This design comes from an exercise in tuning for small area, a short achievable clock period and few clock cycles on the open sky130 flow, not from production work.
At most, simulation tests tie the RTL to the original design; equivalence was not proved.
No functional check of the RTL was part of runs 1 to 4 and 6.
The flow treats the clock pin as an ideal source, which a real chip does not have.
Power and IR drop assume default switching activity.

===== flow/run.sh =====
#!/bin/bash
set -euo pipefail
export BUFFER_PORTS_ARGS="-buffer_cell sky130_fd_sc_hd__buf_4"
export SETUP_SLACK_MARGIN=11
bash standard.sh place > standard_place.log 2>&1
openroad -no_init -exit flow/placeio.tcl > placeio.log 2>&1
bash standard.sh cts > standard_cts.log 2>&1
openroad -no_init -exit flow/unroot.tcl > unroot.log 2>&1
bash standard.sh > standard_finish.log 2>&1

===== flow/placeio.tcl =====
# Move each flip-flop whose output feeds only an output port's buffer next to
# that buffer, then legalize the placement.
set res orfs/results/$::env(FLOW_PLATFORM)/AxisCrcChecker/base
read_db $res/3_place.odb
set block [ord::get_db_block]
proc driver_of {net} {
  foreach it [$net getITerms] { if {[$it isOutputSignal]} { return $it } }
  return ""
}
set moved 0
foreach bt [$block getBTerms] {
  if {[$bt getIoType] ne "OUTPUT"} { continue }
  set net [$bt getNet]
  set bit [driver_of $net]
  if {$bit eq ""} { continue }
  set buf [$bit getInst]
  set inet ""
  foreach it [$buf getITerms] { if {[$it isInputSignal]} { set inet [$it getNet] } }
  if {$inet eq ""} { continue }
  set fit [driver_of $inet]
  if {$fit eq ""} { continue }
  set ff [$fit getInst]
  set m [[$ff getMaster] getName]
  if {![string match "*__df*" $m] && ![string match "*__edf*" $m]} { continue }
  if {[llength [$inet getITerms]] != 2} { continue }
  set loc [$buf getLocation]
  $ff setLocation [lindex $loc 0] [lindex $loc 1]
  $ff setPlacementStatus PLACED
  puts "moved [$ff getName] ($m) next to [$buf getName] for [$bt getName]"
  incr moved
}
puts "moved $moved flip-flops"
detailed_placement
check_placement -verbose
write_db $res/3_place.odb

===== flow/unroot.tcl =====
set res orfs/results/$::env(FLOW_PLATFORM)/AxisCrcChecker/base
read_db $res/4_cts.odb
set block [ord::get_db_block]
set port [$block findBTerm clock]
set cnet [$port getNet]
set its [$cnet getITerms]
puts "clock port net [$cnet getName] feeds [llength $its] pins"
if {[llength $its] == 1} {
  set root [[lindex $its 0] getInst]
  set master [[$root getMaster] getName]
  set onet ""
  foreach it [$root getITerms] {
    if {[$it isOutputSignal]} { set onet [$it getNet] }
  }
  set loads [$onet getITerms]
  set nload 0
  foreach it $loads { if {[$it isInputSignal]} { incr nload } }
  puts "root [$root getName] ($master) drives [$onet getName] with $nload loads"
  if {[string match "*clkbuf*" $master] && $nload <= 4 && [llength [$onet getBTerms]] == 0} {
    foreach it $loads {
      if {[$it isInputSignal]} {
        $it disconnect
        $it connect $cnet
      }
    }
    foreach it [$root getITerms] { $it disconnect }
    odb::dbInst_destroy $root
    odb::dbNet_destroy $onet
    puts "removed root buffer; clock port now feeds [llength [$cnet getITerms]] pins"
  }
}
write_db $res/4_cts.odb

===== standard.sh =====
#!/bin/bash
# synth_recipe.tcl (not shown) runs the flow's synth.tcl, then flattens the netlist and writes it again
# the make line also repeats each setting of config.mk as NAME=value (left out here)
make -C /OpenROAD-flow-scripts/flow DESIGN_CONFIG=/design/flow/config.mk WORK_HOME=/design/flow/orfs CLKGATE_MAP_FILE= SYNTH_SCRIPT=/design/flow/synth_recipe.tcl "${@:-finish}"

===== config.mk =====
export PLATFORM = sky130hd
export DESIGN_NAME = AxisCrcChecker
export DESIGN_NICKNAME = AxisCrcChecker
export VERILOG_FILES = /design/flow/design.v
export SDC_FILE = /design/flow/constraint.sdc
export NUM_CORES = 8
export LEC_CHECK = 0
export CAP_MARGIN = 40
export CORE_MARGIN = 2
export CORE_UTILIZATION = 60
export CTS_BUF_LIST = sky130_fd_sc_hd__clkbuf_16
export CTS_CLUSTER_DIAMETER = 100
export CTS_CLUSTER_SIZE = 30
export PLACE_DENSITY = 0.7
export SLEW_MARGIN = 40
export SYNTH_MEMORY_MAX_BITS = 16384

===== constraint.sdc =====
create_clock -name core_clock -period 15.0 [get_ports {clock}]
set_input_delay 3.0000 -clock core_clock [delete_from_list [all_inputs] [get_ports {clock}]]
set_output_delay 3.0000 -clock core_clock [all_outputs]
set_load 0.01 [all_outputs]

===== design.v =====
module calc_crc (
    input [7:0] CRC_I,
    input [7:0] DATA_I,
    output [7:0] CRC_O
);
    assign CRC_O[0] = CRC_I[0] ^ CRC_I[6] ^ CRC_I[7] ^ DATA_I[0] ^ DATA_I[6] ^ DATA_I[7];
    assign CRC_O[1] = CRC_I[0] ^ CRC_I[1] ^ CRC_I[6] ^ DATA_I[0] ^ DATA_I[1] ^ DATA_I[6];
    assign CRC_O[2] = CRC_I[0] ^ CRC_I[1] ^ CRC_I[2] ^ CRC_I[6] ^ DATA_I[0] ^ DATA_I[1] ^ DATA_I[2] ^ DATA_I[6];
    assign CRC_O[3] = CRC_I[1] ^ CRC_I[2] ^ CRC_I[3] ^ CRC_I[7] ^ DATA_I[1] ^ DATA_I[2] ^ DATA_I[3] ^ DATA_I[7];
    assign CRC_O[4] = CRC_I[2] ^ CRC_I[3] ^ CRC_I[4] ^ DATA_I[2] ^ DATA_I[3] ^ DATA_I[4];
    assign CRC_O[5] = CRC_I[3] ^ CRC_I[4] ^ CRC_I[5] ^ DATA_I[3] ^ DATA_I[4] ^ DATA_I[5];
    assign CRC_O[6] = CRC_I[4] ^ CRC_I[5] ^ CRC_I[6] ^ DATA_I[4] ^ DATA_I[5] ^ DATA_I[6];
    assign CRC_O[7] = CRC_I[5] ^ CRC_I[6] ^ CRC_I[7] ^ DATA_I[5] ^ DATA_I[6] ^ DATA_I[7];
endmodule
module AxisCrcChecker(
  input        clock,
  input        reset,
  output       io_AxisSlv_ready,
  input        io_AxisSlv_valid,
  input        io_AxisSlv_bits_Tlast,
  input  [7:0] io_AxisSlv_bits_Tdata,
  input        io_AxisMst_ready,
  output       io_AxisMst_valid,
  output       io_AxisMst_bits_Tlast,
  output [7:0] io_AxisMst_bits_Tdata
);
  localparam N  = 1024;           
  localparam LW = 6;              
  localparam LR = 5;              
  localparam KW = N >> LW;        
  localparam KR = N >> LR;        
  localparam [LR-1:0] RC = {LR{1'b1}};  
  localparam QD = 10;             
  localparam QL = 4;
  reg        in_rdy;
  reg  [1:0] b_cnt;
  wire       rdy_i = ~b_cnt[1];
  wire       acc = io_AxisSlv_valid & rdy_i;
  reg  [7:0] crc;
  wire [7:0] crc_n;
  calc_crc u_calc_crc (.CRC_I(crc), .DATA_I(io_AxisSlv_bits_Tdata), .CRC_O(crc_n));
  wire       in_g = (crc_n == 8'h00);
  always @(posedge clock) begin
    if (reset) crc <= 8'hff;
    else if (acc) crc <= io_AxisSlv_bits_Tlast ? 8'hff : crc_n;
  end
  reg [9:0] bq0, bq1;             
  reg       b_wp, b_rp;
  wire      b_ne = (b_cnt != 2'd0);
  wire [9:0] b_head = b_rp ? bq1 : bq0;
  wire [7:0] w_d = b_head[7:0];
  wire       w_l = b_head[8];
  wire       w_g = b_head[9];
  always @(posedge clock) begin
    if (acc & ~b_wp) bq0 <= {in_g, io_AxisSlv_bits_Tlast, io_AxisSlv_bits_Tdata};
    if (acc &  b_wp) bq1 <= {in_g, io_AxisSlv_bits_Tlast, io_AxisSlv_bits_Tdata};
  end
  reg  [9:0]  wp;
  reg  [9:0]  rp;
  reg         wfull;
  reg         r_al;               
  reg  [9:0]  pk_len;             
  reg         cur_v;              
  reg  [9:0]  rem;                
  reg         lastb;              
  reg [10:0]   qq [0:QD-1];
  reg [QL-1:0] q_wp, q_rp;
  reg [QL:0]   q_cnt;
  wire [10:0]  q_head = qq[q_rp];
  wire         q_ne = (q_cnt != 0);
  wire         q_room = (q_cnt != QD);
  wire eq     = (rp + 10'd1 == wp);
  wire full   = eq & wfull;
  wire w_al   = (wp[LW-1:0] == 0);
  wire wr     = b_ne & w_al & ~full & (~w_l | q_room);
  wire empty  = eq & ~wfull;
  wire hold   = empty & w_al & ~wr;
  wire [9-LW:0] w_tap = wp[9:LW];
  reg        credit;
  reg  [1:0] f_used;              
  wire       rd    = cur_v & r_al & credit;
  wire       next  = ~cur_v | (rd & lastb);
  wire       load  = next & q_ne;
  wire       skip  = load & ~q_head[10];
  wire [9:0] rp_sk = rp - q_head[9:0] - rd;
  reg  [8*N-1:0] ring;
  wire [8*N-1:0] rot = {ring[8*N-9:0], ring[8*N-1:8*N-8]};
  integer k;
  always @(posedge clock) begin
    ring <= rot;
    for (k = 0; k < KW; k = k + 1)
      if (wr && w_tap == k) ring[8*(k<<LW) +: 8] <= w_d;
  end
  wire [8*KR-1:0] taps;
  genvar g;
  generate
    for (g = 0; g < KR; g = g + 1) begin : g_tap
      assign taps[8*g +: 8] = ring[8*((g<<LR)+RC) +: 8];
    end
  endgenerate
  wire [7:0] x_d = taps[8*rp[9:LR] +: 8];
  wire       x_l = lastb;
  wire       x_v = rd;
  reg pop_q;
  wire [1:0] b_cnt_n = {~wr & (b_cnt[1] | (b_cnt[0] & acc)),
                        (b_cnt[1] & wr) | (b_cnt[0] & (acc ~^ wr)) | (~b_cnt[1] & ~b_cnt[0] & acc)};
  always @(posedge clock) begin
    if (wr & w_l) qq[q_wp] <= {w_g, pk_len};
  end
  wire [1:0] f_next = f_used + rd - pop_q;
  always @(posedge clock) begin
    if (reset) begin
      wp <= 10'd0;
      wfull <= 1'b0;
      rp <= 10'd1023;
      r_al <= 1'b1;
      pk_len <= 10'd0;
      cur_v <= 1'b0;
      rem <= 10'd0;
      lastb <= 1'b0;
      b_wp <= 1'b0; b_rp <= 1'b0; b_cnt <= 2'd0;
      q_wp <= 0; q_rp <= 0; q_cnt <= 0;
      in_rdy <= 1'b1;
      f_used <= 2'd0;
      credit <= 1'b0;
    end else begin
      if (acc) b_wp <= ~b_wp;
      if (wr)  b_rp <= ~b_rp;
      b_cnt <= b_cnt_n;
      in_rdy <= wr | ~(b_cnt[1] | (b_cnt[0] & io_AxisSlv_valid));
      if (wr) begin
        pk_len <= w_l ? 10'd0 : pk_len + 10'd1;
      end else if (~hold) wp <= wp + 10'd1;
      if (wr & w_l) q_wp <= (q_wp == QD - 1) ? 0 : q_wp + 1'b1;
      q_cnt <= q_cnt + (wr & w_l) - load;
      if (load) q_rp <= (q_rp == QD - 1) ? 0 : q_rp + 1'b1;
      if (next) cur_v <= load & q_head[10];
      if (load) begin
        rem <= q_head[9:0];
        lastb <= (q_head[9:0] == 10'd0);
      end else if (rd) begin
        rem <= rem - 10'd1;
        lastb <= (rem == 10'd1);
      end
      if (wr) wfull <= 1'b1;
      else if (rd | skip) wfull <= 1'b0;
      if (skip) begin
        rp <= rp_sk;
        r_al <= (rp_sk[LR-1:0] == RC);
      end else if (~rd & ~hold) begin
        rp <= rp + 10'd1;
        r_al <= (rp[LR-1:0] == RC - 1'b1);
      end
      f_used <= f_next;
      credit <= (f_next != 2'd3);
    end
  end
  reg [8:0] oq0, oq1, oq2;
  reg [1:0] oq_wp, oq_rp, oq_cnt;
  reg       o_v;
  reg [7:0] o_d;
  reg       o_l;
  wire       oq_ne  = (oq_cnt != 2'd0);
  wire [1:0] oq_rp1 = (oq_rp == 2'd2) ? 2'd0 : oq_rp + 2'd1;
  wire [8:0] x_e    = {x_l, x_d};
  wire [8:0] e_rp   = (oq_rp  == 2'd0) ? oq0 : (oq_rp  == 2'd1) ? oq1 : oq2;
  wire [8:0] e_rp1  = (oq_rp1 == 2'd0) ? oq0 : (oq_rp1 == 2'd1) ? oq1 : oq2;
  wire [1:0] cnt_h  = oq_cnt + x_v;
  wire [8:0] nh_h   = oq_ne ? e_rp : x_e;
  wire [1:0] cnt_p  = oq_cnt + x_v - oq_ne;
  wire [1:0] rp_p   = oq_ne ? oq_rp1 : oq_rp;
  wire [8:0] nh_p   = oq_cnt[1] ? e_rp1 : x_e;
  always @(posedge clock) begin
    if (x_v && oq_wp == 2'd0) oq0 <= x_e;
    if (x_v && oq_wp == 2'd1) oq1 <= x_e;
    if (x_v && oq_wp == 2'd2) oq2 <= x_e;
    {o_l, o_d} <= io_AxisMst_ready ? nh_p : nh_h;
    if (reset) begin
      o_v <= 1'b0;
      oq_wp <= 2'd0; oq_rp <= 2'd0; oq_cnt <= 2'd0;
      pop_q <= 1'b0;
    end else begin
      pop_q <= io_AxisMst_ready & oq_ne;
      o_v <= io_AxisMst_ready ? (cnt_p != 2'd0) : (cnt_h != 2'd0);
      if (x_v) oq_wp <= (oq_wp == 2'd2) ? 2'd0 : oq_wp + 2'd1;
      oq_rp <= io_AxisMst_ready ? rp_p : oq_rp;
      oq_cnt <= io_AxisMst_ready ? cnt_p : cnt_h;
    end
  end
  assign io_AxisSlv_ready      = in_rdy;
  assign io_AxisMst_valid      = o_v;
  assign io_AxisMst_bits_Tdata = o_d;
  assign io_AxisMst_bits_Tlast = o_l;
endmodule

==> impl_results.md, run 1 <==
* Core ar. at 297500 um2
* Synth Net Count at 9516
* Hold WC Path Type: reg -> reg
* Top_reg_cell synth: dfxtp_1
* Final non-filler cell total at 13760
* Initial Util at 60.43%
* Synth Area in Simple Gates at 0.9123%
* DRT met1 WL at 116300 um
* Fraction of the mapped netlist area in adder cells at 0.2700%
* Overall routed net length at 227600 um
* Mapped Area at 179800 um2
* GRT overflow at 0
* Longest Clk Path Bufs at 4
* Worst EP required at 12000 ps
* Final setup viols at 0
* H-tree depth at 5
* Fraction of final layout cells sized beyond drive strength 1 at 7.920%
* Die width at 551.4 um
* Clk pin slew, worst setup/hold paths at 110 ps
* Worst path cell trace: buf_6
* Final Max Tran Viols at 0
* Met2 wire length at 96010 um
* CP Data Arrival Time at 1150 ps
* Gate Count Post-Synth at 9466
* Cell family with most CP delay: flip-flops
* Worst R2R End: q_cnt[4]
* DRT Pass-1 Iters at 5
* TritonCTS Sinks at 8443
* Dpl cell area at 184800 um2
* Die height at 551.4 um
* Post-Synth XOR/XNOR Area at 0.3382%
* DP Wirelength at 132800 um
* Critical Path End Type: output pin
* Die ar. at 304100 um2
* Worst setup SP type: flop
* Final Hold Viols at 0
* Post-synthesis compound-gate area fraction at 0.6305%
* TNS Setup at 0 ps
* Worst slew margin at 40.38%
* Post-synth cell types at 74
* Max IR drop VDD at 0.1401 mV
* Met3 wire length at 7899 um
* Pin count of the biggest net entering global routing at 57
* Depth of the most critical reg-to-reg path at 16
* Top cells by area, synth: dfxtp_1, edfxtp_1, mux4_2, mux2_2, mux2_4
* Synth Area per Inst at 18.99 um2
* Worst-Skew Late Latency at 720 ps
* Status: complete, no violations
* Largest family of logic cells by synthesized area: multiplexers
* Max cap viols at 0
* Post-layout net count at 9802
* PwrDens at 177.2 nW/um2
* Row count at 200
* ANT nets after route at 0
* R2R Setup Slk at 11050 ps
* Worst R2R Start: b_rp
* Multiplexer share of the synthesized area at 2.608%
* RSZ-0062 raised after global routing: yes
* Worst path slowest cell: dfxtp_2
* Post-route cell area at 194100 um2
* Avg WL per Cell at 16.54 um
* Global Route Usage Sum at 14.85%
* Setup ws final at 10850 ps
* Pwr Total at 0.03440 W
* CTS tree: done
* Slew @ Worst Pin at 894.2 ps
* Leakage power at 76.39 nW
* Highest metal used: met5
* Hold depth at 0
* I/O Buffers at 23
* DRT iter0 DRCs at 3429
* CTS root buffer: clkbuf_16
* Vias in the first global route at 60210
* Hold buffer count at cts at 0
* Worst Path Buf+Inv at 1
* Via count at 60100
* Clock Skews at 86.15 ps
* GP Congestion at 0.7315
* Area leader, netlist: dfxtp_1
* Post-synth EDFFs at 157
* Seq/Total Area, Yosys at 94.88%
* CP peak stage delay at 340 ps
* Period Utilization, post-route at 27.68%
* Tmin final at 4153 ps
* Setup WS pre-CTS at 10260 ps
* Antenna violations before repair at 41
* First-pass GRT wire length at 345900 um
* Hold Path End: ring[460]
* Min-Delay Startpoint: ring[452]
* Vias/cell at 4.367
* # IOs at 24
* DRC at 0
* Synth-to-Final Area Change at 7.934%
* YS warnings at 1
* Max Fclk at 240.8 MHz
* Post-synthesis async set-or-reset flop share at 0%
* Top cell type's share of synthesized area at 92.26%
* Placed cell count at 13360
* Seq cells post-synth at 8443
* Most frequent cell after synthesis: dfxtp_1
* Crit-path max FO at 1
* TritonCTS Buffers at 324
* Crit path kind: reg -> out
* Commonest cells post-synth: dfxtp_1, edfxtp_1, mux2_2
## through the flow
stage               util [%]  hold slack, ps
floorplan                  -           309.6
global placement       62.09           309.6
detailed placement     62.11           312.1
CTS                    65.18           297.5
global route           65.21           305.6
finish                 65.23           289.7
## where the power goes
part | switching (W) | total (W) | internal [W]
clock network | 0.00607 | 0.0102 | 0.00410
registers | 0.000187 | 0.0230 | 0.0228
logic | 0.000746 | 0.00126 | 0.000517
total | 0.00700 | 0.0344 | 0.0274
## worst max-delay path by stage
stage / startpoint / endpoint / slack, ps / cells past startpoint
2_1_floorplan: io_AxisSlv_bits_Tdata[6] / crc[7] / 10900 / 7
3_3_place_gp: flop / rp[9] / 10110 / 13
3_5_place_dp: rp[5] / q_cnt[4] / 10260 / 18
4_1_cts: o_d[6] / io_AxisMst_bits_Tdata[6] / 10500 / 1
5_1_grt: o_d[6] / io_AxisMst_bits_Tdata[6] / 10800 / 1
6_report: o_d[6] / io_AxisMst_bits_Tdata[6] / 10850 / 1
## timing repair
action	in CTS	in global routing
pin swaps	0	5
resized for setup	56	13
gates cloned	1	0
setup buffers	2	5
setup endpoints to repair	171	36
## final cells by class
cell class / count / area, um2
timing repair buffer: 55 / 538.0
inverter: 49 / 186.4
clock buffer: 333 / 8333
sequential: 8443 / 170600
antenna: 24 / 60.06
clock inverter: 38 / 569.3
tap: 3939 / 4928
fill: 19410 / 103500
multi-input combinational: 880 / 8818
## layout by cell type (no fill, tap or decap), types with 9 or more instances in the layout
| master | Yosys | layout |
|---|---|---|
| or3_1 | 13 | 11 |
| inv_1 | 45 | 53 |
| mux4_2 | 102 | 102 |
| dfxtp_1 | 8286 | 8261 |
| ha_1 | 34 | 33 |
| o21ai_0 | 30 | 27 |
| mux2i_1 | 29 | 28 |
| buf_6 | 6 | 16 |
| a21o_1 | 14 | 14 |
| nand3_1 | 25 | 25 |
| nor2b_1 | 18 | 17 |
| a21oi_1 | 39 | 39 |
| mux2_2 | 140 | 138 |
| diode_2 | 0 | 24 |
| a211oi_1 | 19 | 16 |
| buf_4 | 8 | 35 |
| mux2_4 | 32 | 34 |
| nand2_1 | 50 | 50 |
| nor2_1 | 95 | 91 |
| nand2b_1 | 9 | 9 |
| edfxtp_1 | 157 | 157 |
| xor2_1 | 27 | 26 |
| xnor2_1 | 37 | 29 |
| dfxtp_2 | 0 | 20 |
| nor3_1 | 18 | 17 |
| nor4_1 | 14 | 9 |
| clkbuf_16 | 0 | 333 |
## cell families after synthesis
logic type | count (synthesis)
AOI/OAI and AO/OA | 167
xor gates and xnor gates | 66
adders and majority gates | 37
buffers and inverters | 143
DFF | 8443
muxes | 307
and+or+nand+nor | 303
## registers in the layout, summed over array words and instances, names as in the netlist, 10 cells and up, named ones only
signal,flops
bq1,10
wp,10
rp,10
qq,110
ring,8192
pk_len,10
rem,10
bq0,10
## per-layer routing
metal,GRT usage (%),vias up
li1,-,30300
met4,4.784,6
met1,22.18,28700
met2,22.41,670
met3,2.317,423
met5,0,-
==> inputs of run 2 (changes only) <==
--- a/design.v
+++ b/design.v
@@ -36,25 +36,20 @@
   reg  [1:0] b_cnt;
   wire       rdy_i = ~b_cnt[1];
   wire       acc = io_AxisSlv_valid & rdy_i;
+  reg [8:0] bq0, bq1;             
+  reg       b_wp, b_rp;
+  wire      b_ne = (b_cnt != 2'd0);
+  wire [8:0] b_head = b_rp ? bq1 : bq0;
+  wire [7:0] w_d = b_head[7:0];
+  wire       w_l = b_head[8];
+  always @(posedge clock) begin
+    if (acc & ~b_wp) bq0 <= {io_AxisSlv_bits_Tlast, io_AxisSlv_bits_Tdata};
+    if (acc &  b_wp) bq1 <= {io_AxisSlv_bits_Tlast, io_AxisSlv_bits_Tdata};
+  end
   reg  [7:0] crc;
   wire [7:0] crc_n;
-  calc_crc u_calc_crc (.CRC_I(crc), .DATA_I(io_AxisSlv_bits_Tdata), .CRC_O(crc_n));
-  wire       in_g = (crc_n == 8'h00);
-  always @(posedge clock) begin
-    if (reset) crc <= 8'hff;
-    else if (acc) crc <= io_AxisSlv_bits_Tlast ? 8'hff : crc_n;
-  end
-  reg [9:0] bq0, bq1;             
-  reg       b_wp, b_rp;
-  wire      b_ne = (b_cnt != 2'd0);
-  wire [9:0] b_head = b_rp ? bq1 : bq0;
-  wire [7:0] w_d = b_head[7:0];
-  wire       w_l = b_head[8];
-  wire       w_g = b_head[9];
-  always @(posedge clock) begin
-    if (acc & ~b_wp) bq0 <= {in_g, io_AxisSlv_bits_Tlast, io_AxisSlv_bits_Tdata};
-    if (acc &  b_wp) bq1 <= {in_g, io_AxisSlv_bits_Tlast, io_AxisSlv_bits_Tdata};
-  end
+  calc_crc u_calc_crc (.CRC_I(crc), .DATA_I(w_d), .CRC_O(crc_n));
+  wire       w_g = (crc_n == 8'h00);
   reg  [9:0]  wp;
   reg  [9:0]  rp;
   reg         wfull;
@@ -119,6 +114,7 @@
       rem <= 10'd0;
       lastb <= 1'b0;
       b_wp <= 1'b0; b_rp <= 1'b0; b_cnt <= 2'd0;
+      crc <= 8'hff;
       q_wp <= 0; q_rp <= 0; q_cnt <= 0;
       in_rdy <= 1'b1;
       f_used <= 2'd0;
@@ -128,6 +124,7 @@
       if (wr)  b_rp <= ~b_rp;
       b_cnt <= b_cnt_n;
       in_rdy <= wr | ~(b_cnt[1] | (b_cnt[0] & io_AxisSlv_valid));
+      if (wr) crc <= w_l ? 8'hff : crc_n;
       if (wr) begin
         pk_len <= w_l ? 10'd0 : pk_len + 10'd1;
       end else if (~hold) wp <= wp + 10'd1;
==> run 2 against run 1 <==
Net effect: still clean on timing, DRC and antenna; cell area is essentially flat; sequential power hardly changed; wire length is 2.6% higher; cell count grew 0.13%; first-iteration DRC count shrank 5.0%; critical endpoint is now io_AxisMst_bits_Tdata[5]; largest power group unchanged.
==> impl_results.md, run 2 <==
* First-pass GRT wire length at 352800 um (was 345900 um)
* CP peak stage delay at 360 ps (was 340 ps)
* Most frequent cells in the layout: dfxtp_1, clkbuf_16, edfxtp_1 (unchanged)
* Seq/Total Area, Yosys at 94.94% (was 94.88%)
* Pwr Total at 0.03438 W (was 0.03440 W)
* Tmin final at 4162 ps (was 4153 ps)
* Worst path slowest cell: dfxtp_2 (unchanged)
* Avg WL per Cell at 16.94 um (was 16.54 um)
* DRT Pass-1 Iters at 5 (unchanged)
* # IOs at 24 (unchanged)
* GP Congestion at 0.7581 (was 0.7315)
* ANT nets after route at 0 (unchanged)
* H-tree depth at 5 (unchanged)
* CP Data Arrival Time at 1160 ps (was 1150 ps)
* Longest Clk Path Bufs at 4 (unchanged)
* Most flops, register: ring (unchanged)
* YS warnings at 1 (unchanged)
* Dpl cell area at 184800 um2 (about the same)
* Leakage power at 76.57 nW (was 76.39 nW)
* TritonCTS Sinks at 8441 (was 8443)
* Via count at 60400 (was 60100)
* Global Route Usage Sum at 15.23% (was 14.85%)
* Period Utilization, post-route at 27.75% (was 27.68%)
* Max Fclk at 240.3 MHz (was 240.8 MHz)
* Vias in the first global route at 60650 (was 60210)
* Post-synth cell types at 76 (was 74)
* Clock Skews at 79.60 ps (was 86.15 ps)
* Area leader, netlist: dfxtp_1 (unchanged)
* Worst EP required at 12000 ps (about the same)
* I/O Buffers at 23 (unchanged)
* Die width at 551.1 um (was 551.4 um)
* Slew @ Worst Pin at 860.9 ps (was 894.2 ps)
* PwrDens at 177.2 nW/um2 (about the same)
* Multi-input gate area at 8697 um2 (was 8818 um2)
* Hold buffer count at cts at 0 (unchanged)
* Row count at 200 (unchanged)
* Worst slew margin at 42.61% (was 40.38%)
* Overall routed net length at 233500 um (was 227600 um)
* Top_reg_cell synth: dfxtp_1 (unchanged)
* Crit-path max FO at 1 (unchanged)
* Max IR drop VDD at 0.1304 mV (was 0.1401 mV)
* Max cap viols at 0 (unchanged)
* Post-synth EDFFs at 155 (was 157)
* Cell family with most CP delay: flip-flops (unchanged)
* Antenna violations before repair at 32 (was 41)
* DRT iter0 DRCs at 3256 (was 3429)
* Status: complete, no violations (unchanged)
* Worst Path Buf+Inv at 1 (unchanged)
* CTS tree: done (unchanged)
* Final setup viols at 0 (unchanged)
* Die ar. at 303800 um2 (was 304100 um2)
* Post-route cell area at 194000 um2 (was 194100 um2)
* Final Hold Viols at 0 (unchanged)
* Initial Util at 60.42% (was 60.43%)
* Most frequent cell after synthesis: dfxtp_1 (unchanged)
* Top cells by area, synth: dfxtp_1, edfxtp_1, mux4_2, mux2_2, mux2_4 (unchanged)
* Fraction of final layout cells sized beyond drive strength 1 at 7.744% (was 7.920%)
* Critical Path End Type: output pin (unchanged)
* Mapped Area at 179600 um2 (was 179800 um2)
* Post-layout net count at 9822 (was 9802)
* RSZ-0062 raised after global routing: yes (unchanged)
* Worst-Skew Late Latency at 680 ps (was 720 ps)
* Synth Area per Inst at 18.98 um2 (was 18.99 um2)
* Fillers at 19510 (was 19410)
* Pin count of the biggest net entering global routing at 54 (was 57)
* Final Max Tran Viols at 0 (unchanged)
* Post-synthesis async set-or-reset flop share at 0% (unchanged)
* CTS root buffer: clkbuf_16 (unchanged)
* Vias/cell at 4.383 (was 4.367)
* Clk pin slew, worst setup/hold paths at 100 ps (was 110 ps)
* Most common cell after layout, fill and taps aside: dfxtp_1 (unchanged)
* Commonest cells post-synth: dfxtp_1, edfxtp_1, mux4_2 (was dfxtp_1, edfxtp_1, mux2_2)
* DRC at 0 (unchanged)
* Worst setup SP type: flop (unchanged)
* Top cell type's share of synthesized area at 92.35% (was 92.26%)
* TritonCTS Buffers at 323 (was 324)
* Core ar. at 297300 um2 (was 297500 um2)
* Worst path cell trace: buf_8 (was buf_6)
* Gate Count Post-Synth at 9464 (was 9466)
* DP Wirelength at 137400 um (was 132800 um)
* Largest register FFs at 8192 (unchanged)
* TNS Setup at 0 ps (unchanged)
* GRT overflow at 0 (unchanged)
* Synth Net Count at 9514 (was 9516)
* Die height at 551.1 um (was 551.4 um)
* Seq cells post-synth at 8441 (was 8443)
* Synth-to-Final Area Change at 8.000% (was 7.934%)
* Crit path kind: reg -> out (unchanged)
* Registers with the most flip-flops: ring x8192, qq x110 (unchanged)
* Hold WC Path Type: reg -> reg (unchanged)
* Register area at 170600 um2 (about the same)
[run 2: kinds of logic (layout without fill, tap and decap cells)]
group	Yosys count	count (layout)	synth area share (%)
AND/OR/NAND/NOR	294	294	0.9077
flip-flops	8441	8441	94.94
other	0	13	0
buffers and inverters	149	512	0.3469
adder cells (fa/ha/maj)	37	37	0.2703
multiplexers	286	286	2.485
XOR/XNOR	72	72	0.3511
AO/OA/AOI/OAI	185	185	0.6945
[run 2: final timing paths]
kind / from / to / slack [ps] / depth (start not counted)
max reg2reg: rp[1] / q_cnt[4] / 10990 / 17
min reg2reg: ring[58] / ring[66] / 290 / 0
max: o_d[5] / io_AxisMst_bits_Tdata[5] / 10840 / 1
min: ring[58] / ring[66] / 290 / 0
[run 2: worst reg2reg max path, cell delays in order (launching register included)]
cell,delay [ps]
dfxtp_2,520
ha_2,320
nand3_1,220
or3_1,510
a211oi_1,290
nand4_1,200
buf_4,260
o211ai_4,180
ha_1,260
inv_1,60
ha_1,160
inv_1,60
fa_1,430
inv_1,70
a21oi_1,70
nor2_1,110
or3_1,120
a21oi_1,60
[run 2: final cells by class]
| type | instances | area share, % |
|---|---|---|
| clock buffers | 326 | 4.205 |
| diodes | 13 | 0.01677 |
| multi-input cells | 874 | 4.483 |
| flip-flops and latches | 8441 | 87.93 |
| clock inverters | 53 | 0.3173 |
| repair buffers | 73 | 0.3851 |
| inverters | 60 | 0.1180 |
| well taps | 3939 | 2.541 |
[run 2: repair_timing]
| item | CTS | global route |
|---|---|---|
| buffers inserted | 9 | 8 |
| setup endpoints to repair | 150 | 37 |
| pin swaps | 3 | 8 |
| gates resized for setup | 53 | 16 |
| gates cloned | 1 | 0 |
[run 2: metrics by stage]
step	worst slack (ps)	hold WS, ps	cells	util, %
final	10840	293.1	13780	65.25
after global routing	10770	298.2	13770	65.24
after CTS	10490	282.2	13760	65.21
after detailed placement	9987	312.1	13370	62.16
after global placement	9539	309.5	13360	62.09
after floorplan	11030	309.6	9464	-
[run 2: routing by layer]
layer	GRT usage, %	share of wire [%]	wire length, um
met1	22.42	50	117600
met2	23.75	44	102000
met3	2.170	3.1	7347
met4	4.347	2.7	6419
met5	0	0	0
[run 2: power by group]
part / switching [W] / leakage [nW] / internal [W]
combinational: 0.000814 / 3.99 / 0.000544
clock: 0.00606 / 4.36 / 0.00403
sequential: 0.000166 / 68.2 / 0.0228
==> inputs of run 3 (changes only) <==
--- a/design.v
+++ b/design.v
@@ -30,7 +30,7 @@
   localparam KW = N >> LW;        
   localparam KR = N >> LR;        
   localparam [LR-1:0] RC = {LR{1'b1}};  
-  localparam QD = 10;             
+  localparam QD = 9;              
   localparam QL = 4;
   reg        in_rdy;
   reg  [1:0] b_cnt;
@@ -50,7 +50,7 @@
   wire [7:0] crc_n;
   calc_crc u_calc_crc (.CRC_I(crc), .DATA_I(w_d), .CRC_O(crc_n));
   wire       w_g = (crc_n == 8'h00);
-  reg  [9:0]  wp;
+  reg  [9:0]  wpm;
   reg  [9:0]  rp;
   reg         wfull;
   reg         r_al;               
@@ -64,13 +64,13 @@
   wire [10:0]  q_head = qq[q_rp];
   wire         q_ne = (q_cnt != 0);
   wire         q_room = (q_cnt != QD);
-  wire eq     = (rp + 10'd1 == wp);
+  wire eq     = (rp == wpm);
   wire full   = eq & wfull;
-  wire w_al   = (wp[LW-1:0] == 0);
+  wire w_al   = (wpm[LW-1:0] == {LW{1'b1}});
   wire wr     = b_ne & w_al & ~full & (~w_l | q_room);
   wire empty  = eq & ~wfull;
   wire hold   = empty & w_al & ~wr;
-  wire [9-LW:0] w_tap = wp[9:LW];
+  wire [9-LW:0] w_tap = wpm[9:LW];    
   reg        credit;
   reg  [1:0] f_used;              
   wire       rd    = cur_v & r_al & credit;
@@ -84,7 +84,7 @@
   always @(posedge clock) begin
     ring <= rot;
     for (k = 0; k < KW; k = k + 1)
-      if (wr && w_tap == k) ring[8*(k<<LW) +: 8] <= w_d;
+      if (wr && w_tap == k) ring[8*(((k+1)<<LW) % N) +: 8] <= w_d;
   end
   wire [8*KR-1:0] taps;
   genvar g;
@@ -105,7 +105,7 @@
   wire [1:0] f_next = f_used + rd - pop_q;
   always @(posedge clock) begin
     if (reset) begin
-      wp <= 10'd0;
+      wpm <= 10'd1023;
       wfull <= 1'b0;
       rp <= 10'd1023;
       r_al <= 1'b1;
@@ -127,7 +127,7 @@
       if (wr) crc <= w_l ? 8'hff : crc_n;
       if (wr) begin
         pk_len <= w_l ? 10'd0 : pk_len + 10'd1;
-      end else if (~hold) wp <= wp + 10'd1;
+      end else if (~hold) wpm <= wpm + 10'd1;
       if (wr & w_l) q_wp <= (q_wp == QD - 1) ? 0 : q_wp + 1'b1;
       q_cnt <= q_cnt + (wr & w_l) - load;
       if (load) q_rp <= (q_rp == QD - 1) ? 0 : q_rp + 1'b1;
==> flow/placeio.tcl (replaced) <==
# Move each output port's buffer next to its pin, and the flip-flop that
# feeds only that buffer next to the buffer; then legalize the placement.
set res orfs/results/$::env(FLOW_PLATFORM)/AxisCrcChecker/base
read_db $res/3_place.odb
set block [ord::get_db_block]
set core [$block getCoreArea]
set cx0 [$core xMin]; set cy0 [$core yMin]; set cx1 [$core xMax]; set cy1 [$core yMax]
proc driver_of {net} {
  foreach it [$net getITerms] { if {[$it isOutputSignal]} { return $it } }
  return ""
}
proc clamp {v lo hi} { return [expr {$v < $lo ? $lo : ($v > $hi ? $hi : $v)}] }
set moved 0
foreach bt [$block getBTerms] {
  if {[$bt getIoType] ne "OUTPUT"} { continue }
  set net [$bt getNet]
  set bit [driver_of $net]
  if {$bit eq ""} { continue }
  set buf [$bit getInst]
  # pin centre, pulled inside the core
  set bb [[lindex [$bt getBPins] 0] getBBox]
  set px [expr {([$bb xMin] + [$bb xMax]) / 2}]
  set py [expr {([$bb yMin] + [$bb yMax]) / 2}]
  set w [[$buf getMaster] getWidth]
  set h [[$buf getMaster] getHeight]
  set bx [clamp [expr {$px - $w / 2}] $cx0 [expr {$cx1 - $w}]]
  set by [clamp [expr {$py - $h / 2}] $cy0 [expr {$cy1 - $h}]]
  $buf setLocation $bx $by
  $buf setPlacementStatus PLACED
  incr moved
  set inet ""
  foreach it [$buf getITerms] { if {[$it isInputSignal]} { set inet [$it getNet] } }
  if {$inet eq ""} { continue }
  set fit [driver_of $inet]
  if {$fit eq ""} { continue }
  set ff [$fit getInst]
  set m [[$ff getMaster] getName]
  if {![string match "*__df*" $m] && ![string match "*__edf*" $m]} { continue }
  if {[llength [$inet getITerms]] != 2} { continue }
  $ff setLocation $bx $by
  $ff setPlacementStatus PLACED
  puts "moved [$buf getName] and [$ff getName] ($m) to the pin of [$bt getName]"
  incr moved
}
puts "moved $moved cells"
detailed_placement
check_placement -verbose
write_db $res/3_place.odb
==> run 3 against run 2 <==
Net effect: non-clock buffer count shrank 18; hold slack lost 1.9 ps; critical endpoint is now io_AxisSlv_ready; still clean; critical path depth is the same; global-route usage is essentially flat; via count is essentially flat; sequential cell count shrank 11; clock power is essentially flat; combinational power shrank 8%; die area shrank 0.61%; synthesized cell count grew 0.76%.
==> impl_results.md, run 3 <==
* DRT iter0 DRCs at 3473 (was 3256)
* Fraction of final layout cells sized beyond drive strength 1 at 6.111% (was 7.744%)
* DP Wirelength at 135800 um (was 137400 um)
* Register share of total power at 67.1% (was 66.7%)
* Period Utilization, post-route at 27.56% (was 27.75%)
* DRC at 0 (unchanged)
* Tmin final at 4133 ps (was 4162 ps)
* R2R Setup Slk at 11240 ps (was 10990 ps)
* Leakage power at 75.46 nW (was 76.57 nW)
* Worst setup SP type: flop (unchanged)
* Top cells by area, synth: dfxtp_1, edfxtp_1, mux4_2, nand2_1, o21ai_0 (was dfxtp_1, edfxtp_1, mux4_2, mux2_2, mux2_4)
* Met3 wire length at 9175 um (was 7347 um)
* DRT met1 WL at 115800 um (was 117600 um)
* Cell family with most CP delay: flip-flops (unchanged)
* Internal at 0.02728 W (was 0.02734 W)
* Comb pwr share at 3.7% (was 3.9%)
* Top cell type's share of synthesized area at 92.92% (was 92.35%)
* Gate Count Post-Synth at 9536 (was 9464)
* PwrDens at 178.0 nW/um2 (was 177.2 nW/um2)
* Final non-filler cell total at 13820 (was 13780)
* Critical Path End Type: output pin (unchanged)
* Crit path kind: reg -> out (unchanged)
* Longest Clk Path Bufs at 4 (unchanged)
* Slew @ Worst Pin at 837.8 ps (was 860.9 ps)
* Worst EP required at 12000 ps (about the same)
* Row count at 200 (unchanged)
* Worst path slowest cell: dfxtp_2 (unchanged)
* RSZ-0062 raised after global routing: yes (unchanged)
* Max IR drop VDD at 0.1586 mV (was 0.1304 mV)
* Initial Util at 60.20% (was 60.42%)
* Clock Skews at 66.61 ps (was 79.60 ps)
* Most common cell after layout, fill and taps aside: dfxtp_1 (unchanged)
* Global Route Usage Sum at 15.27% (was 15.23%)
* Max Fclk at 241.9 MHz (was 240.3 MHz)
* Seq/Total Area, Yosys at 95.34% (was 94.94%)
* Worst-Skew Late Latency at 700 ps (was 680 ps)
* Area leader, netlist: dfxtp_1 (unchanged)
* Register area at 170200 um2 (was 170600 um2)
* Die ar. at 301900 um2 (was 303800 um2)
* Clk network pwr share at 29.3% (about the same)
* First-pass GRT wire length at 352300 um (was 352800 um)
* Sw Share at 20.35% (was 20.49%)
* Worst hold margin at 291.2 ps (was 293.1 ps)
* Core ar. at 296500 um2 (was 297300 um2)
* Most frequent cell after synthesis: dfxtp_1 (unchanged)
* Synth Net Count at 9591 (was 9514)
* Pin count of the biggest net entering global routing at 63 (was 54)
* Vias/cell at 4.373 (was 4.383)
* Fillers at 19530 (was 19510)
* Post-synth EDFFs at 144 (was 155)
* TritonCTS Sinks at 8430 (was 8441)
* Synth-to-Final Area Change at 7.766% (was 8.000%)
* GP Congestion at 0.7550 (was 0.7581)
* Final setup viols at 0 (unchanged)
* Max cap viols at 0 (unchanged)
* DRT Pass-1 Iters at 5 (unchanged)
* Via count at 60450 (was 60400)
* Seq cells post-synth at 8430 (was 8441)
* Avg WL per Cell at 16.75 um (was 16.94 um)
* TritonCTS Buffers at 320 (was 323)
* Final Hold Viols at 0 (unchanged)
* GRT overflow at 0 (unchanged)
* CP Data Arrival Time at 1130 ps (was 1160 ps)
* # IOs at 24 (unchanged)
* CTS root buffer: clkbuf_16 (unchanged)
* Met2 wire length at 101600 um (was 102000 um)
* Psw at 0.006970 W (was 0.007045 W)
* H-tree depth at 5 (unchanged)
* YS warnings at 1 (unchanged)
* Clk pin slew, worst setup/hold paths at 100 ps (about the same)
* Die height at 549.5 um (was 551.1 um)
* TNS Setup at 0 ps (unchanged)
* Post-synth cell types at 64 (was 76)
* Largest register FFs at 8192 (unchanged)
* ANT nets after route at 0 (unchanged)
* Hold WC Path Type: reg -> reg (unchanged)
* Registers with the most flip-flops: ring x8192, qq x99 (was ring x8192, qq x110)
* Post-layout net count at 9877 (was 9822)
* Commonest cells post-synth: dfxtp_1, nand2_1, edfxtp_1 (was dfxtp_1, edfxtp_1, mux4_2)
* Mapped Area at 178500 um2 (was 179600 um2)
* Most frequent cells in the layout: dfxtp_1, clkbuf_16, nand2_1 (was dfxtp_1, clkbuf_16, edfxtp_1)
* I/O Buffers at 23 (unchanged)
* Most flops, register: ring (unchanged)
* Highest metal used: met4 (unchanged)
* Crit-path max FO at 1 (unchanged)
* Multi-input gate area at 7795 um2 (was 8697 um2)
* Placed cell count at 13440 (was 13370)
* Synth Area per Inst at 18.72 um2 (was 18.98 um2)
* Worst Path Buf+Inv at 1 (unchanged)
* Vias in the first global route at 60790 (was 60650)
* Worst path cell trace: buf_6 (was buf_8)
* CP peak stage delay at 330 ps (was 360 ps)
* Hold buffer count at cts at 0 (unchanged)
* Pwr Total at 0.03425 W (was 0.03438 W)
* Post-synthesis async set-or-reset flop share at 0% (unchanged)
* CTS tree: done (unchanged)
* Worst slew margin at 44.14% (was 42.61%)
* Status: complete, no violations (unchanged)
* Antenna violations before repair at 38 (was 32)
* Top_reg_cell synth: dfxtp_1 (unchanged)
* Die width at 549.5 um (was 551.1 um)
* Final Max Tran Viols at 0 (unchanged)
* Overall routed net length at 231600 um (was 233500 um)
==> run 3: cells by family after synthesis <==
| family | synth area share, % |
|---|---|
| flip-flops | 95.34 |
| buffers and inverters | 0.3455 |
| AND/OR/NAND/NOR | 1.077 |
| adder cells (fa/ha/maj) | 0.3070 |
| multiplexers | 1.695 |
| XOR/XNOR | 0.4065 |
| AO/OA/AOI/OAI | 0.8250 |
==> run 3: path summary, 6_finish.rpt <==
| check | from | endpoint | depth (start not counted) |
|---|---|---|---|
| max reg2reg | flop | rp[9] | 14 |
| min | ring[5321] | ring[5329] | 0 |
| min reg2reg | ring[5321] | ring[5329] | 0 |
| max | in_rdy | io_AxisSlv_ready | 1 |
==> run 3: timing repair <==
| action | CTS | global route |
|---|---|---|
| resized for setup | 26 | 4 |
| gates cloned | 0 | 1 |
| setup buffers | 0 | 1 |
| setup endpoints to repair | 14 | 14 |
| pin swaps | 0 | 0 |
==> run 3: per-layer routing <==
layer / global-route usage (%) / up-vias
met5: 0 / -
met1: 22.64 / 29030
met3: 2.188 / 331
met2: 23.79 / 776
li1: - / 30320
met4: 3.953 / 0
==> run 3: layout make-up <==
type / instances / area share (%)
Sequential cell: 8430 / 88.49
Clock buffer: 323 / 4.201
Multi-Input combinational cell: 970 / 4.052
Tap cell: 3939 / 2.562
Clock inverter: 44 / 0.3187
Timing Repair Buffer: 55 / 0.2647
Inverter: 46 / 0.09105
Antenna cell: 17 / 0.02211
==> run 3: power groups by stage <==
stage / Clock, W / Sequential, W / Combinational [W]
6_report: 0.0100 / 0.0230 / 0.00125
5_1_grt: 0.0110 / 0.0230 / 0.00137
4_1_cts: 0.0103 / 0.0230 / 0.00123
3_5_place_dp: 0 / 0.0235 / 0.00120
3_3_place_gp: 0 / 0.0235 / 0.00120
2_1_floorplan: 0 / 0.0234 / 0.000909
==> run 3: metrics by stage <==
step                      utilization [%]  instance area (um2)  setup WS (ps)
after global placement              61.85               183400          10610
after detailed placement            61.87               183500          10540
final                               64.88               192400          10870
after global routing                64.86               192300          10820
after floorplan                         -               178500          11000
after CTS                           64.84               192300          10520
==> inputs of run 4 (changes only) <==
--- a/design.v
+++ b/design.v
@@ -25,7 +25,7 @@
   output [7:0] io_AxisMst_bits_Tdata
 );
   localparam N  = 1024;           
-  localparam LW = 6;              
+  localparam LW = 7;              
   localparam LR = 5;              
   localparam KW = N >> LW;        
   localparam KR = N >> LR;        
==> run 4 against run 3 <==
Net effect: synthesized area shrank 0.30%; cell count decreased by 1.5%; wire length fell by 4.7%; critical endpoint unchanged; critical path type unchanged.
==> impl_results.md, run 4 <==
* Synth Area per Inst at 19.10 um2 (was 18.72 um2)
* RSZ-0062 raised after global routing: yes (unchanged)
* Seq/Total Area, Yosys at 95.63% (was 95.34%)
* Final setup viols at 0 (unchanged)
* Worst Path Buf+Inv at 1 (unchanged)
* Cell family with most CP delay: flip-flops (unchanged)
* Crit path kind: reg -> out (unchanged)
* Worst path slowest cell: dfxtp_2 (unchanged)
* TritonCTS Sinks at 8430 (unchanged)
* TNS Setup at 0 ps (unchanged)
* Longest Clk Path Bufs at 4 (unchanged)
* Most common cell after layout, fill and taps aside: dfxtp_1 (unchanged)
* Worst slew margin at 40.85% (was 44.14%)
* Seq cells post-synth at 8430 (unchanged)
* Clk pin slew, worst setup/hold paths at 100 ps (about the same)
* Vias in the first global route at 58430 (was 60790)
* Most frequent cell after synthesis: dfxtp_1 (unchanged)
* DP Wirelength at 132400 um (was 135800 um)
* Core ar. at 294600 um2 (was 296500 um2)
* DRT iter0 DRCs at 3362 (was 3473)
* Top cell type's share of synthesized area at 93.20% (was 92.92%)
* Vias/cell at 4.349 (was 4.373)
* Die width at 548.7 um (was 549.5 um)
* Final non-filler cell total at 13620 (was 13820)
* Row count at 199 (was 200)
* PwrDens at 177.5 nW/um2 (was 178.0 nW/um2)
* Fraction of final layout cells sized beyond drive strength 1 at 6.800% (was 6.111%)
* Setup ws final at 10880 ps (was 10870 ps)
* I/O Buffers at 23 (unchanged)
* Synth Net Count at 9372 (was 9591)
* Clock Skews at 57.14 ps (was 66.61 ps)
* Avg WL per Cell at 16.22 um (was 16.75 um)
* Most frequent cells in the layout: dfxtp_1, clkbuf_16, edfxtp_1 (was dfxtp_1, clkbuf_16, nand2_1)
* YS warnings at 1 (unchanged)
* Status: complete, no violations (unchanged)
* Max IR drop VDD at 0.1647 mV (was 0.1586 mV)
* Mapped Area at 178000 um2 (was 178500 um2)
* Global Route Usage Sum at 14.55% (was 15.27%)
* GP Congestion at 0.7663 (was 0.7550)
* Worst-Skew Late Latency at 700 ps (about the same)
* Worst EP required at 12000 ps (about the same)
* Final Max Tran Viols at 0 (unchanged)
* CP peak stage delay at 330 ps (about the same)
* CTS tree: done (unchanged)
* Max Fclk at 242.6 MHz (was 241.9 MHz)
* Critical Path End Type: output pin (unchanged)
* Registers with the most flip-flops: ring x8192, qq x99 (unchanged)
* # IOs at 24 (unchanged)
* Setup WS pre-CTS at 10350 ps (was 10540 ps)
* Synth-to-Final Area Change at 7.855% (was 7.766%)
* Via count at 59220 (was 60450)
* Tmin final at 4122 ps (was 4133 ps)
* Worst setup SP type: flop (unchanged)
* Die ar. at 301000 um2 (was 301900 um2)
* DRT Pass-1 Iters at 5 (unchanged)
* H-tree depth at 5 (unchanged)
* Area leader, netlist: dfxtp_1 (unchanged)
* First-pass GRT wire length at 336900 um (was 352300 um)
* CP Data Arrival Time at 1120 ps (was 1130 ps)
* Commonest cells post-synth: dfxtp_1, edfxtp_1, mux2_2 (was dfxtp_1, nand2_1, edfxtp_1)
* Final Hold Viols at 0 (unchanged)
* Hold WC Path Type: reg -> reg (unchanged)
* Crit-path max FO at 1 (unchanged)
* Initial Util at 60.43% (was 60.20%)
* CTS root buffer: clkbuf_16 (unchanged)
* Top_reg_cell synth: dfxtp_1 (unchanged)
* Hold buffer count at cts at 0 (unchanged)
* Top cells by area, synth: dfxtp_1, edfxtp_1, mux4_2, mux2_2, ha_1 (was dfxtp_1, edfxtp_1, mux4_2, nand2_1, o21ai_0)
* GRT overflow at 0 (unchanged)
* Final core utilization at 65.17% (was 64.88%)
* Post-layout net count at 9685 (was 9877)
* Placed cell count at 13220 (was 13440)
* Pin count of the biggest net entering global routing at 58 (was 63)
* Pwr Total at 0.03408 W (was 0.03425 W)
* Slew @ Worst Pin at 887.2 ps (was 837.8 ps)
* Period Utilization, post-route at 27.48% (was 27.56%)
* Post-synthesis async set-or-reset flop share at 0% (unchanged)
* DRC at 0 (unchanged)
* Most flops, register: ring (unchanged)
* Max cap viols at 0 (unchanged)
* ANT nets after route at 0 (unchanged)
* Worst path cell trace: buf_6 (unchanged)
* Post-synth EDFFs at 144 (unchanged)
* Leakage power at 75.57 nW (was 75.46 nW)
* TritonCTS Buffers at 321 (was 320)
* Largest register FFs at 8192 (unchanged)
* Die height at 548.7 um (was 549.5 um)
* Antenna violations before repair at 56 (was 38)
* Post-synth cell types at 72 (was 64)
* Overall routed net length at 220800 um (was 231600 um)
* Gate Count Post-Synth at 9317 (was 9536)
## run 4: cell types whose count changed in the layout (fill, tap and decap cells not counted), sizes merged, moves of 6 or more
cell | previous run | this run
xnor2 | 53 | 31
a21oi | 51 | 40
o31ai | 0 | 6
mux2 | 29 | 100
o21ai | 141 | 27
nor2 | 95 | 82
nor3 | 17 | 24
nand2b | 9 | 3
nand3 | 17 | 31
mux2i | 45 | 25
xor2 | 29 | 36
nand2 | 207 | 72
nor4 | 8 | 16
## run 4: stage by stage
stage	hold slack, ps	instance area (um2)
after floorplan	309.6	178000
after global placement	309.5	183000
after detailed placement	312.1	183000
after CTS	286.2	191800
after global routing	289.7	191900
final	293.3	192000
## run 4: kinds of logic (layout without fill, tap and decap cells)
logic type                 count (synthesis)  after routing  share of synthesized area (%)
AOI/OAI and AO/OA                        139            139                         0.5174
xor gates and xnor gates                  69             69                         0.3557
adders and majority gates                 42             42                         0.3079
buffers and inverters                    111            470                         0.2587
DFF                                     8430           8430                          95.63
muxes                                    227            227                          2.070
other                                      0             21                              0
and+or+nand+nor                          299            299                         0.8626
## run 4: cell type report
type / instances / area [um2]
Antenna cell: 21 / 52.55
Clock buffer: 323 / 8083
Clock inverter: 45 / 623.1
Fill cell: 19290 / 102600
Inverter: 48 / 183.9
Multi-Input combinational cell: 776 / 7398
Sequential cell: 8430 / 170200
Tap cell: 3919 / 4903
Timing Repair Buffer: 54 / 488.0
## run 4: power breakdown
group | internal, W | switching [W]
Clock | 0.00398 | 0.00602
Sequential | 0.0227 | 0.000193
Combinational | 0.000482 | 0.000687
Total | 0.0272 | 0.00690
## run 4: path summary, 6_finish.rpt
check	start	end	slack (ps)	depth (start not counted)
worst max-delay path	in_rdy	io_AxisSlv_ready	10880	1
worst min-delay path	ring[7617]	ring[7625]	290	0
worst max register to register	b_rp	ring[7173]	11130	6
worst min register to register	ring[7617]	ring[7625]	290	0
## run 4: what timing repair did
action / in CTS / in global routing
gates resized for setup: 28 / 10
pin swaps: 0 / 2
cloned: 0 / 1
setup buffers: 0 / 5
endpoints found under the hold margin: 0 / 0
setup endpoints to repair: 31 / 18
## run 4: per-layer routing
metal	global-route usage (%)	wire length (um)	part of all wire [%]
met5	0	0	0
met2	20.62	89080	40
met4	3.628	4241	1.9
met1	23.41	118500	54
met3	2.241	8989	4.1
==> inputs of run 5 (changes only) <==
--- a/design.v
+++ b/design.v
@@ -26,7 +26,7 @@
 );
   localparam N  = 1024;           
   localparam LW = 7;              
-  localparam LR = 5;              
+  localparam LR = 6;              
   localparam KW = N >> LW;        
   localparam KR = N >> LR;        
   localparam [LR-1:0] RC = {LR{1'b1}};  
==> run 5 against run 4 <==
Net effect: count of clock-buffer cells in the layout grew 3; die area is 0.58% lower; wire length shrank 7.0%; cell count down 0.49%; synthesized area down 0.58%; first-iteration DRC count down 12%; global-route usage shrank 1.0 points; critical path depth unchanged; critical endpoint is now io_AxisMst_bits_Tdata[2]; largest cell class unchanged.
==> impl_results.md, run 5 <==
* Status: complete, no violations (unchanged)
* Final non-filler cell total at 13550 (was 13620)
* Gate Count Post-Synth at 9266 (was 9317)
* Tmin final at 4108 ps (was 4122 ps)
* CP peak stage delay at 340 ps (was 330 ps)
* RSZ-0062 raised after global routing: yes (unchanged)
* Avg WL per Cell at 15.15 um (was 16.22 um)
* DRC at 0 (unchanged)
* Largest register FFs at 8192 (unchanged)
* Final Hold Viols at 0 (unchanged)
* Min-Delay Startpoint: ring[8023] (was ring[7617])
* CP Data Arrival Time at 1110 ps (was 1120 ps)
* Final Max Tran Viols at 0 (unchanged)
* Fillers at 19350 (was 19290)
* Max cap viols at 0 (unchanged)
* Vias/cell at 4.256 (was 4.349)
* Core ar. at 293600 um2 (was 294600 um2)
* Vias in the first global route at 57470 (was 58430)
* TritonCTS Buffers at 322 (was 321)
* Initial Util at 60.28% (was 60.43%)
* Area leader, netlist: dfxtp_1 (unchanged)
* Cell family with most CP delay: flip-flops (unchanged)
* Row count at 199 (unchanged)
* Most frequent cell after synthesis: dfxtp_1 (unchanged)
* Setup ws final at 10890 ps (was 10880 ps)
* Antenna violations before repair at 25 (was 56)
* TNS Setup at 0 ps (unchanged)
* Worst R2R Start: q_cnt[2] (was b_rp)
* Depth of the most critical reg-to-reg path at 13 (was 6)
* Seq/Total Area, Yosys at 96.18% (was 95.63%)
* Critical Path End Type: output pin (unchanged)
* Die ar. at 299300 um2 (was 301000 um2)
* DRT iter0 DRCs at 2959 (was 3362)
* Period Utilization, post-route at 27.39% (was 27.48%)
* Mapped Area at 177000 um2 (was 178000 um2)
* DP Wirelength at 116900 um (was 132400 um)
* Post-synth EDFFs at 144 (unchanged)
* Most flops, register: ring (unchanged)
* Worst Path Buf+Inv at 1 (unchanged)
* Die width at 547.1 um (was 548.7 um)
* DRT Pass-1 Iters at 4 (was 5)
* # IOs at 24 (unchanged)
* Commonest cells post-synth: dfxtp_1, edfxtp_1, mux2_2 (unchanged)
* Clk pin slew, worst setup/hold paths at 100 ps (about the same)
* CTS root buffer: clkbuf_16 (unchanged)
* Worst setup SP type: flop (unchanged)
* Die height at 547.1 um (was 548.7 um)
* PwrDens at 178.3 nW/um2 (was 177.5 nW/um2)
* CTS tree: done (unchanged)
* Top_reg_cell synth: dfxtp_1 (unchanged)
* Pwr Total at 0.03404 W (was 0.03408 W)
* H-tree depth at 5 (unchanged)
* Seq cells post-synth at 8430 (unchanged)
* Fraction of final layout cells sized beyond drive strength 1 at 6.237% (was 6.800%)
* YS warnings at 1 (unchanged)
* Crit. Startpoint: o_d[2] (was in_rdy)
* Crit-path max FO at 1 (unchanged)
* Synth Net Count at 9321 (was 9372)
* I/O Buffers at 23 (unchanged)
* Pin count of the biggest net entering global routing at 57 (was 58)
* R2R Setup Slk at 11250 ps (was 11130 ps)
* TritonCTS Sinks at 8430 (unchanged)
* Final setup viols at 0 (unchanged)
* Top cells by area, synth: dfxtp_1, edfxtp_1, mux4_2, mux2_2, ha_1 (unchanged)
* Hold buffer count at cts at 0 (unchanged)
* Overall routed net length at 205300 um (was 220800 um)
* Worst-Skew Late Latency at 700 ps (about the same)
* Top cell type's share of synthesized area at 93.74% (was 93.20%)
* Worst path slowest cell: dfxtp_2 (unchanged)
* Worst EP required at 12000 ps (about the same)
* GRT overflow at 0 (unchanged)
* Placed cell count at 13170 (was 13220)
* Via count at 57660 (was 59220)
* Worst path cell trace: buf_6 (unchanged)
* First-pass GRT wire length at 317900 um (was 336900 um)
* Clock Skews at 71.28 ps (was 57.14 ps)
* Longest Clk Path Bufs at 4 (unchanged)
* Max IR drop VDD at 0.1923 mV (was 0.1647 mV)
* Hold depth at 0 (unchanged)
* Most common cell after layout, fill and taps aside: dfxtp_1 (unchanged)
* Synth-to-Final Area Change at 7.904% (was 7.855%)
* Post-synth cell types at 64 (was 72)
* Global Route Usage Sum at 13.54% (was 14.55%)
* Setup WS pre-CTS at 10440 ps (was 10350 ps)
* Hold Path End: ring[8031] (was ring[7625])
* Hold WC Path Type: reg -> reg (unchanged)
* Crit path kind: reg -> out (unchanged)
* Slew @ Worst Pin at 825.1 ps (was 887.2 ps)
* Most frequent cells in the layout: dfxtp_1, clkbuf_16, edfxtp_1 (unchanged)
* Worst R2R End: q_cnt[4] (was ring[7173])
* Leakage power at 75.11 nW (was 75.57 nW)
* ANT nets after route at 0 (unchanged)
* Worst slew margin at 44.42% (was 40.85%)
* Post-synthesis async set-or-reset flop share at 0% (unchanged)
* Registers with the most flip-flops: ring x8192, qq x99 (unchanged)
* Max Fclk at 243.4 MHz (was 242.6 MHz)
* Post-layout net count at 9628 (was 9685)
* Synth Area per Inst at 19.10 um2 (about the same)
* GP Congestion at 0.7808 (was 0.7663)
[run 5: kinds of logic after synthesis]
group / share of synthesized area [%]
mux: 1.475
compound gates: 0.5551
xor+xnor: 0.3344
flops: 96.18
simple gates: 0.9043
buf+inv: 0.2376
fa+ha+maj: 0.3097
[run 5: final cells by class]
type | instances | area, um2 | area share [%]
flip-flops and latches | 8430 | 170200 | 89.15
clock buffers | 326 | 8158 | 4.272
multi-input cells | 736 | 6402 | 3.353
well taps | 3919 | 4903 | 2.568
clock inverters | 44 | 688.2 | 0.3604
repair buffers | 39 | 371.6 | 0.1946
inverters | 45 | 168.9 | 0.08846
diodes | 10 | 25.02 | 0.01311
[run 5: stage by stage]
| step | area, um2 | hold slack, ps | util (%) |
|---|---|---|---|
| after floorplan | 177000 | 309.6 | - |
| after global placement | 181900 | 309.5 | 61.96 |
| after detailed placement | 181900 | 312.1 | 61.98 |
| after CTS | 190900 | 285.9 | 65.02 |
| after global routing | 190900 | 294.1 | 65.04 |
| final | 190900 | 290.3 | 65.04 |
[run 5: worst reg2reg max path, cell delays in order (launching register included)]
cell and delay, ps:
dfxtp_1 340, inv_1 110, ha_1 160, or4b_2 640
nand2_2 340, inv_1 350, ha_1 400, inv_1 40
ha_1 200, fa_1 420, a21oi_1 140, nor2_1 60
or3_1 340, a21oi_1 150
[run 5: worst max-delay path by stage]
stage          cells past startpoint                       end  slack (ps)
2_1_floorplan                      4                      flop       11000
3_3_place_gp                       5                     rp[9]       10440
3_5_place_dp                       5                     rp[9]       10440
4_1_cts                            1  io_AxisMst_bits_Tdata[7]       10550
5_1_grt                            1  io_AxisMst_bits_Tdata[2]       10830
6_report                           1  io_AxisMst_bits_Tdata[2]       10890
[run 5: timing repair]
item	in CTS	in global routing
pin swaps	0	1
hold endpoints to repair	0	0
setup buffers	1	1
gates resized for setup	27	5
setup endpoints to repair	17	15
cloned	0	1
[run 5: layer usage]
layer	GRT usage (%)	up-vias	wire length, um
li1	-	29460	-
met1	20.62	27270	107500
met2	19.95	575	84770
met3	2.476	349	7620
met4	3.796	0	5373
met5	0	-	0
[run 5: power by group]
group | internal, W | switching, W
Combinational | 0.000458 | 0.000675
Sequential | 0.0227 | 0.000156
Clock | 0.00403 | 0.00602
Total | 0.0272 | 0.00686
Testbench counts of run 5, summed over its fixed seeds: cycles 46,598.
==> inputs of run 6 (changes only) <==
--- a/design.v
+++ b/design.v
@@ -25,7 +25,7 @@
   output [7:0] io_AxisMst_bits_Tdata
 );
   localparam N  = 1024;           
-  localparam LW = 7;              
+  localparam LW = 6;              
   localparam LR = 6;              
   localparam KW = N >> LW;        
   localparam KR = N >> LR;        
==> run 6 against run 5 <==
Net effect: highest routed layer is now met5; die area up 0.18%; first-iteration DRC count up 4.3%; synthesized cell count up 2.3%; via count up 2.2%; combinational power up 9.7%; clock skew down 9.5 ps; wire length up 4.1%; register-to-register slack worse by 20 ps; critical endpoint is now io_AxisSlv_ready; cell count up 1.6%; sequential share of layout area down 0.23 points; largest power group unchanged; clock power about the same.
==> impl_results.md, run 6 <==
* Comb pwr share at 3.6% (was 3.3%)
* GR peak layer: met1 (unchanged)
* Global Route Usage Sum at 14.06% (was 13.54%)
* TritonCTS Sinks at 8430 (unchanged)
* Period Utilization, post-route at 27.55% (was 27.39%)
* Internal at 0.02730 W (was 0.02718 W)
* Final Max Tran Viols at 0 (unchanged)
* Synth Area in Simple Gates at 1.075% (was 0.9043%)
* Post-synthesis compound-gate area fraction at 0.8632% (was 0.5550%)
* DRT Pass-1 Iters at 5 (was 4)
* Core ar. at 294100 um2 (was 293600 um2)
* Via count at 58920 (was 57660)
* Critical Path End Type: output pin (unchanged)
* Top_reg_cell synth: dfxtp_1 (unchanged)
* # IOs at 24 (unchanged)
* Row count at 199 (unchanged)
* Register share of total power at 67.0% (was 67.1%)
* Crit path kind: reg -> out (unchanged)
* Most frequent cells in the layout: dfxtp_1, clkbuf_16, nand2_1 (was dfxtp_1, clkbuf_16, edfxtp_1)
* Register area at 170200 um2 (about the same)
* Worst path slowest cell: dfxtp_2 (unchanged)
* H-tree depth at 5 (unchanged)
* Largest family of logic cells by synthesized area: simple AND/OR/NAND/NOR gates (was multiplexers)
* Fraction of the mapped netlist area in adder cells at 0.3091% (was 0.3097%)
* Multiplexer share of the synthesized area at 1.047% (was 1.475%)
* Post-layout net count at 9839 (was 9628)
* GRT overflow at 0 (unchanged)
* Mapped Area at 177300 um2 (was 177000 um2)
* GP Congestion at 0.7802 (was 0.7808)
* GR Util met2 at 20.87% (was 19.95%)
* Most common cell after layout, fill and taps aside: dfxtp_1 (unchanged)
* Seq cells post-synth at 8430 (unchanged)
* Worst R2R End: q_cnt[4] (unchanged)
* DRC at 0 (unchanged)
* Setup crit end: io_AxisSlv_ready (was io_AxisMst_bits_Tdata[2])
* Max cap viols at 0 (unchanged)
* Multi-input gate area at 6729 um2 (was 6402 um2)
* Clock Skews at 61.80 ps (was 71.28 ps)
* Top cells by area, synth: dfxtp_1, edfxtp_1, mux4_2, nand2_1, o21ai_0 (was dfxtp_1, edfxtp_1, mux4_2, mux2_2, ha_1)
* Cell family with most CP delay: flip-flops (unchanged)
* Post-synth cell types at 57 (was 64)
* Synth Net Count at 9531 (was 9321)
* Die width at 547.6 um (was 547.1 um)
* Min-Delay Startpoint: ring[1288] (was ring[8023])
* Antenna violations before repair at 27 (was 25)
* Top cell type's share of synthesized area at 93.57% (was 93.74%)
* Synth-to-Final Area Change at 7.991% (was 7.904%)
* Initial Util at 60.29% (was 60.28%)
* Slew @ Worst Pin at 779.1 ps (was 825.1 ps)
* Avg WL per Cell at 15.52 um (was 15.15 um)
* Setup WS pre-CTS at 10390 ps (was 10440 ps)
* Clk network pwr share at 29.4% (was 29.5%)
* Die height at 547.6 um (was 547.1 um)
* Die ar. at 299800 um2 (was 299300 um2)
* Post-Synth XOR/XNOR Area at 0.4199% (was 0.3344%)
* Seq/Total Area, Yosys at 96.01% (was 96.18%)
* Post-synth EDFFs at 144 (unchanged)
* DRT iter0 DRCs at 3086 (was 2959)
* Area leader, netlist: dfxtp_1 (unchanged)
* Overall routed net length at 213700 um (was 205300 um)
* First-pass GRT wire length at 329200 um (was 317900 um)
* Worst EP required at 12000 ps (about the same)
* Crit-path max FO at 1 (unchanged)
* Depth of the most critical reg-to-reg path at 15 (was 13)
* Pin count of the biggest net entering global routing at 46 (was 57)
* Psw at 0.006980 W (was 0.006856 W)
* Worst path depth at 1 (unchanged)
* ANT nets after route at 0 (unchanged)
* Most flops, register: ring (unchanged)
* DP Wirelength at 120800 um (was 116900 um)
* Leakage power at 75.13 nW (was 75.11 nW)
* Worst setup SP type: flop (unchanged)
* TNS Setup at 0 ps (unchanged)
* Largest register FFs at 8192 (unchanged)
* Post-synthesis async set-or-reset flop share at 0% (unchanged)
* Commonest cells post-synth: dfxtp_1, nand2_1, o21ai_0 (was dfxtp_1, edfxtp_1, mux2_2)
* Longest Clk Path Bufs at 4 (unchanged)
* Setup ws final at 10870 ps (was 10890 ps)
* Clk pin slew, worst setup/hold paths at 100 ps (about the same)
* Grt met1 use at 21.37% (was 20.62%)
* CTS root buffer: clkbuf_16 (unchanged)
* Worst R2R Start: rp[7] (was q_cnt[2])
* Max IR drop VDD at 0.1551 mV (was 0.1923 mV)
* Tmin final at 4133 ps (was 4108 ps)
* R2R Setup Slk at 11230 ps (was 11250 ps)
* Sw Share at 20.36% (was 20.14%)
* Final setup viols at 0 (unchanged)
* CP Data Arrival Time at 1130 ps (was 1110 ps)
* Status: complete, no violations (unchanged)
* Worst Path Buf+Inv at 1 (unchanged)
* Most frequent cell after synthesis: dfxtp_1 (unchanged)
* YS warnings at 1 (unchanged)
* Final Hold Viols at 0 (unchanged)
* Vias/cell at 4.280 (was 4.256)
* Vias in the first global route at 59150 (was 57470)
* CTS tree: done (unchanged)
* PwrDens at 179.1 nW/um2 (was 178.3 nW/um2)
* Synth Area per Inst at 18.71 um2 (was 19.10 um2)
* Crit. Startpoint: in_rdy (was o_d[2])
* CP peak stage delay at 340 ps (about the same)
* Registers with the most flip-flops: ring x8192, qq x99 (unchanged)
* Worst-Skew Late Latency at 710 ps (was 700 ps)
## run 6: how the worst min path moves through the flow
stage	end	depth (start not counted)	slack, ps
2_1_floorplan	ring[1000]	0	310
3_3_place_gp	ring[1353]	0	310
3_5_place_dp	ring[1141]	0	310
4_1_cts	ring[1296]	0	270
5_1_grt	ring[802]	0	290
6_report	ring[1296]	0	280
## run 6: through the flow
step           power [W]  area (um2)  instances  hold WS, ps
2_1_floorplan    0.02423      177300       9476        309.6
3_3_place_gp     0.02467      182200      13370        309.6
3_5_place_dp     0.02466      182300      13370        312.1
4_1_cts          0.03461      191300      13740        272.1
5_1_grt          0.03551      191400      13750        285.5
6_report         0.03428      191400      13770        280.6
## run 6: power groups by stage
| stage | Clock, W | Combinational [W] | Sequential (W) |
|---|---|---|---|
| floorplan | 0 | 0.000853 | 0.0234 |
| global placement | 0 | 0.00121 | 0.0235 |
| detailed placement | 0 | 0.00119 | 0.0235 |
| CTS | 0.0104 | 0.00123 | 0.0230 |
| global route | 0.0111 | 0.00138 | 0.0230 |
| finish | 0.0101 | 0.00124 | 0.0230 |
## run 6: cell type report
type / instances / area share (%)
Antenna cell: 16 / 0.02091
Clock buffer: 322 / 4.209
Clock inverter: 49 / 0.4046
Inverter: 46 / 0.09150
Multi-Input combinational cell: 928 / 3.515
Sequential cell: 8430 / 88.92
Tap cell: 3919 / 2.561
Timing Repair Buffer: 58 / 0.2778
## run 6: repair_timing
item,CTS,global route
setup buffers,1,7
hold buffers,0,0
hold endpoints to repair,0,0
endpoints found under the setup margin,107,13
gates cloned,1,1
pin swaps,0,3
gates resized for setup,23,10
## run 6: cells by family (layout without fill, tap and decap cells)
family                   after synthesis  count (layout)
AO/OA/AOI/OAI                        260             261
other                                  0              16
buffers and inverters                119             475
multiplexers                         114             114
XOR/XNOR                              85              85
AND/OR/NAND/NOR                      426             426
flip-flops                          8430            8430
adder cells (fa/ha/maj)               42              42
## run 6: per-layer routing
metal / share of wire [%] / vias to the layer above / wire (um)
li1: - / 30080 / -
met1: 52 / 27830 / 111600
met2: 41 / 641 / 88180
met3: 3.6 / 358 / 7699
met4: 2.9 / 8 / 6217
met5: 0.022 / - / 48
